What follows belongs to an exercise in optimizing a design on an open flow for small area and a short achievable clock period; a production flow would make more cautious choices. No run shown here included a check of the RTL's function; only the layout flow was run. No activity file was given, so power comes from the tool's default toggle rates.

==> flow/design.v (outline; a module is shown in full before it is edited, if it fits) <==
// module ex2_1: 1816 lines
module ex2_1 (
	      input 		  clk, rst, validi,
	      input [31:0] 	  data_in,
	      output logic 	  valido,
	      output logic [31:0] data_out
	      );
  // ...
==> flow/run.sh <==
#!/bin/bash
# synth_recipe.tcl (not shown) runs the flow's synth.tcl, then flattens the netlist and writes it again
# the make line also repeats each setting of config.mk as NAME=value (left out here)
make -C /OpenROAD-flow-scripts/flow DESIGN_CONFIG=/design/flow/config.mk WORK_HOME=/design/flow/orfs CLKGATE_MAP_FILE= SYNTH_SCRIPT=/design/flow/synth_recipe.tcl finish
==> flow/config.mk <==
export PLATFORM = sky130hd
export DESIGN_NAME = ex2_1
export DESIGN_NICKNAME = ex2_1
export VERILOG_FILES = /design/flow/design.v
export SDC_FILE = /design/flow/constraint.sdc
export NUM_CORES = 4
export LEC_CHECK = 0
export CAP_MARGIN = 20
export CORE_MARGIN = 2
export CORE_UTILIZATION = 40
export SLEW_MARGIN = 20
==> flow/constraint.sdc <==
create_clock -name core_clock -period 8.0 [get_ports {clk}]
set_input_delay 1.6000 -clock core_clock [delete_from_list [all_inputs] [get_ports {clk}]]
set_output_delay 1.6000 -clock core_clock [all_outputs]
set_load 0.01 [all_outputs]
==> summary.txt, run 1 <==
Yosys
  – Asr flop ratio synth: 2.308%
  – Syn Std Cell Area: 15550 µm²
  – Area fraction of the dominant cell type after synthesis: 29.09%
  – Synth Area in Adders: 35.29%
  – Syn_nets: 1902
  – Synthesis Warnings: 1
  – Synthesized-area fraction occupied by and/or/nand/nor cells: 5.278%
  – Mean post-synth cell area: 9.943 µm²

Power and ir drop
  – Seq group: 0.00116 W
  – Psw: 0.004195 W

Timing
  – RSZ-0062 raised after global routing: false
  – Peak Freq: 165.9 MHz
  – Setup WS post-layout: 1971 ps
  – Clock Skew: 12.96 ps

Floorplanning
  – I/O pin cnt: 68
  – Chip width: 201.2 µm
  – Site Rows: 72
  – Die H: 201.2 µm

Global route
  – Vias in the first global route: 12431
  – First-pass GRT wire length: 75940 µm
  – GRT Total Usage: 24.89%
  – Initial antenna violation count: 0
  – Met2 Usage GRT: 39.29%

Layout
  – Seq cells: 130
  – Register Area: 2620 µm²
  – Fraction of area in multi-input gates: 68.90%
  – Synthesis-to-finish area growth: 11.23%
  – Max-area cell class: multi-input gates
  – Nonclk inv count: 130

Setup path
  – Worst setup path end: q61$_DFF_P_
  – Setup CP Type: primary input to register
  – Crit path DAT: 6360 ps
  – Critical Path Source: data_in[9]
  – Cell family contributing the most delay on the critical path: adder cells
  – R2r endpoint: q61$_DFF_P_
  – Crit-path max FO: 10
  – Worst path slowest cell: clkdlybuf4s50_1

Run status
  – Outcome: finished clean

Route
  – Via-per-instance ratio: 5.729
  – Met3 routed WL: 4569 µm

Placed design
  – Placed cell areas: 16730 µm²
==> run 2: changes to the inputs <==
--- a/flow/config.mk
+++ b/flow/config.mk
@@ -5,7 +5,9 @@
 export SDC_FILE = /design/flow/constraint.sdc
 export NUM_CORES = 4
 export LEC_CHECK = 0
+export ABC_CLOCK_PERIOD_IN_PS = 3500
 export CAP_MARGIN = 20
 export CORE_MARGIN = 2
 export CORE_UTILIZATION = 40
+export SETUP_SLACK_MARGIN = 4.5
 export SLEW_MARGIN = 20
==> run 2 against run 1 <==
Core utilization increased by 7.7 points. Clock power decreased by 2%. Routed wire length increased by 3.3%. Still clean on timing, DRC and antenna. Design area increased by 17%. Synthesized cell count unchanged. First-iteration DRC count decreased by 22%.
==> summary.txt, run 2 <==
Route
  – 1st-pass router iterations: 6 (was 8)
  – Post-route antenna net violation count: 0 (unchanged)
  – Final WL: 50970 µm (was 49350 µm)
  – Via-per-instance ratio: 5.679 (was 5.729)
  – WL per Instance: 23.21 µm (was 23.59 µm)
  – Iter 0 DRT Violations: 1029 (was 1316)
  – Vias: 12471 (was 11986)
  – Post-route DRC: 0 (unchanged)

Yosys
  – Yosys reg bits: 130 (unchanged)
  – Syn_nets: 1902 (unchanged)
  – Asr flop ratio synth: 2.308% (unchanged)
  – Post-synth EDFFs: 0 (unchanged)
  – Count of cell types in the netlist: 61 (unchanged)
  – Area contributors post-synth: fa_1 29%, dfxtp_1 16%, xor2_1 12% (unchanged)
  – Top_reg_cell synth: dfxtp_1 (unchanged)
  – Area fraction of the dominant cell type after synthesis: 29.09% (unchanged)
  – Post-synth top cells: 226 x fa_1, 223 x a22oi_1, 209 x xor2_1, 129 x inv_1, 127 x dfxtp_1 (unchanged)
  – Synth Instances: 1564 (unchanged)
  – Syn Std Cell Area: 15550 µm² (unchanged)
  – Register area share after synthesis: 16.83% (unchanged)
  – Mean post-synth cell area: 9.943 µm² (unchanged)
  – Largest area contributor in the netlist: fa_1 (unchanged)
  – Synthesis Warnings: 1 (unchanged)
  – Count leader, synth: fa_1 (unchanged)

Floorplanning
  – Core area: 38470 µm² (unchanged)
  – Site Rows: 72 (unchanged)
  – Chip width: 201.2 µm (unchanged)
  – Die ar.: 40470 µm² (unchanged)
  – I/O pin cnt: 68 (unchanged)
  – Starting density of the core: 40.43% (unchanged)
  – Die H: 201.2 µm (unchanged)

Setup path
  – R2r endpoint: q61$_DFF_P_ (unchanged)
  – R2R Path Start: a[25]$_DFF_P_ (was a[1]$_DFF_P_)
  – Critical path launch point type: primary input (unchanged)
  – Crit path DAT: 5260 ps (was 6360 ps)
  – R2R setup slack: 3140 ps (was 2420 ps)
  – Crit-path max FO: 7 (was 10)
  – Reg2reg path depth: 14 (was 17)
  – CP Capture Type: register (unchanged)
  – Worst Path Required: 8330 ps (about the same)
  – Setup CP Type: primary input to register (unchanged)

Timing
  – Setup WS post-layout: 3071 ps (was 1971 ps)
  – RSZ-0062 raised after global routing: true (was false)
  – Final period utilization: 61.61% (was 75.37%)
  – Clock Skew: 10.43 ps (was 12.96 ps)
  – Final hold viol count: 0 (unchanged)
  – Tmin final: 4929 ps (was 6029 ps)
  – Setup TNS: 0 ps (unchanged)
  – Peak Freq: 202.9 MHz (was 165.9 MHz)
  – Worst-Margin Slew: 1127 ps (was 919.3 ps)
  – Final Max Slew Viols: 0 (unchanged)
  – Count of final setup violators: 0 (unchanged)
  – Headroom to the max-slew limit: 24.73% (was 37.13%)

Global route
  – Largest net degree at the start of global routing: 45 (was 49)
  – First-pass GRT wire length: 79070 µm (was 75940 µm)
  – GRT overflow: 0 (unchanged)
  – Vias in the first global route: 13287 (was 12431)
  – Initial antenna violation count: 0 (unchanged)
  – GRT Total Usage: 25.66% (was 24.89%)

Power and ir drop
  – Worst IR drop on VDD: 330.0 µV (was 334.6 µV)
  – Reg power frac: 11.1% (was 13.3%)
  – Psw: 0.004800 W (was 0.004195 W)
  – Power Density: 516.3 nW/µm² (was 503.0 nW/µm²)
  – Leak: 7.970 nW (was 7.095 nW)
  – Comb pwr share: 81.5% (was 77.7%)
  – Int Power: 0.005657 W (was 0.004506 W)
  – Sw frac: 45.90% (was 48.21%)
  – Clk pwr share: 7.4% (was 9.0%)

Placed design
  – Dpl cells: 2065 (was 2060)
  – IO Port Bufs: 67 (unchanged)
  – Final HPWL DP: 35320 µm (was 35790 µm)
  – Dpl ws: 1650 ps (was 1545 ps)
  – Final Wtd Congestion: 0.9231 (was 0.9216)

Layout
  – Share of cells above drive strength 1: 33.02% (was 7.052%)
  – Top flop regs: a: 32 flops, data_out: 32 flops, cnt: 2 flops (unchanged)
  – Non-filler cells, final: 2196 (was 2092)
  – # fillers: 3295 (was 3613)
  – Register Area: 2623 µm² (was 2620 µm²)
  – Final layout net count: 2003 (was 1899)
  – Ant diodes: 0 (unchanged)
  – Synthesis-to-finish area growth: 30.24% (was 11.23%)
  – Multi-input gate area: 13520 µm² (was 11920 µm²)
  – Commonest non-fill, non-tap cells in the layout: 188 x xor2_1, 151 x a22oi_1, 126 x fa_1 (was 226 x fa_1, 223 x a22oi_1, 209 x xor2_1)
  – Commonest non-fill, non-tap cell in the layout: xor2_1 (was fa_1)

Clock network
  – CTS root buffer: clkbuf_16 (unchanged)
  – CTS max path bufs: 2 (unchanged)
  – Worst-Skew Late Latency: 450 ps (was 460 ps)
  – H-tree depth: 4 (unchanged)
  – Inserted Clock Buffers: 17 (unchanged)
  – TritonCTS clock tree: built (unchanged)
  – Sink Count: 130 (unchanged)
  – Clk pin slew, worst setup/hold paths: 60 ps (about the same)

Run status
  – Outcome: finished clean (unchanged)

Worst hold path
  – Tightest Hold Check Type: register to register (unchanged)
  – Worst hold path depth: 1 (unchanged)
  – HP Start: cnt[0]$_DFF_PP0_ (unchanged)
  – Worst hold endpoint: cnt[0]$_DFF_PP0_ (unchanged)

Job
  – Max-Cap Viols: 0 (unchanged)
[run 2: layer usage]
layer	routed length [µm]	share of wire (%)	vias up	GRT usage [%]
met3	3814	7.5	136	4.357
met2	24360	48	598	41.92
met5	0	0	-	0
li1	-	-	5439	-
met4	2382	4.7	0	12.39
met1	20420	40	6298	33.11
[run 2: worst max path at each step]
stage                      from          end  slack, ps  cells past startpoint
floorplan           data_in[16]  q61$_DFF_P_       2810                     15
global placement     data_in[5]  q58$_DFF_P_       1710                     12
detailed placement   data_in[5]  q58$_DFF_P_       1650                     12
CTS                 data_in[24]  q61$_DFF_P_       3150                     14
global route         data_in[3]  q61$_DFF_P_       2960                     15
finish              data_in[21]  q61$_DFF_P_       3070                     15
[run 2: kinds of logic after synthesis]
family / after synthesis / share of synthesized area [%]
mux: 1 / 0.07241
fa+ha+maj: 303 / 35.29
buf+inv: 271 / 6.766
simple gates: 152 / 5.278
xor+xnor: 323 / 18.37
flops: 130 / 16.83
compound gates: 384 / 17.39
[run 2: stage by stage]
stage          util (%)  hold WS (ps)  total power (W)  instance area (µm²)
2_1_floorplan         -         352.9         0.006271                16430
3_3_place_gp      44.99         418.2         0.007775                17310
3_5_place_dp      44.99         425.5         0.007990                17310
4_1_cts           50.84         433.7         0.009817                19560
5_1_grt           52.65         455.5          0.01151                20250
6_report          52.65         431.4          0.01046                20250
[run 2: final cells by class]
class,count,share of cell area (%)
flip-flops and latches,130,12.95
inverters,130,2.422
clock buffers,18,2.168
repair buffers,223,11.87
multi-input cells,1163,66.76
well taps,518,3.200
clock inverters,14,0.6363
[run 2: repair_timing]
item / 4_1_cts / 5_1_grt
buffers inserted: 68 / 29
resized for setup: 429 / 95
pin swaps: 138 / 127
hold buffers: 0 / 0
cloned: 2 / 0
endpoints found under the setup margin: 82 / 68
[run 2: worst max-delay path, stage by stage]
cell	delay, ps
buf_6	100
buf_12	130
a22oi_2	160
xor2_1	240
fa_1	460
fa_2	370
fa_2	400
fa_2	350
fa_2	380
xnor2_2	160
xnor2_2	150
xnor2_2	220
xnor2_2	150
xnor2_1	150
xnor3_1	250
[run 2: power groups by stage]
stage	Clock [W]	Sequential, W	Combinational, W
global placement	0	0.00117	0.00661
detailed placement	0	0.00117	0.00682
global route	0.000814	0.00118	0.00951
floorplan	0	0.00119	0.00508
CTS	0.000784	0.00116	0.00787
finish	0.000773	0.00116	0.00852

## separate check: timing with driven ports
Ports are ideal in the flow. The routed layouts listed here were re-timed in OpenROAD.
Step 1 assumes that a clkbuf_16 drives the clock port and a buf_2 every other input.
Step 2, shift: input delay + t, output delay - t, t = (earliest + latest rising clock arrival at the registers) / 2. This alone moves slack from input paths to output paths.
a / b / c = ideal ports / drivers / drivers and shift; a / b = the first two.
run	shift t [ns]	setup WS [ns]	worst setup path after step 2	worst register clock-pin slew, ns	worst data-port slew with drivers (ns)
run 1	0.506	1.971 / 1.998 / 1.492	input to register	0.07 / 0.07	0.07
run 2	0.497	3.071 / 3.046 / 2.548	input to register	0.07 / 0.07	0.09
After both steps setup and hold are still met in every run listed. The setup slack of run 2, which loses most, moves by -0.025 ns with the drivers and by -0.523 ns with both steps.
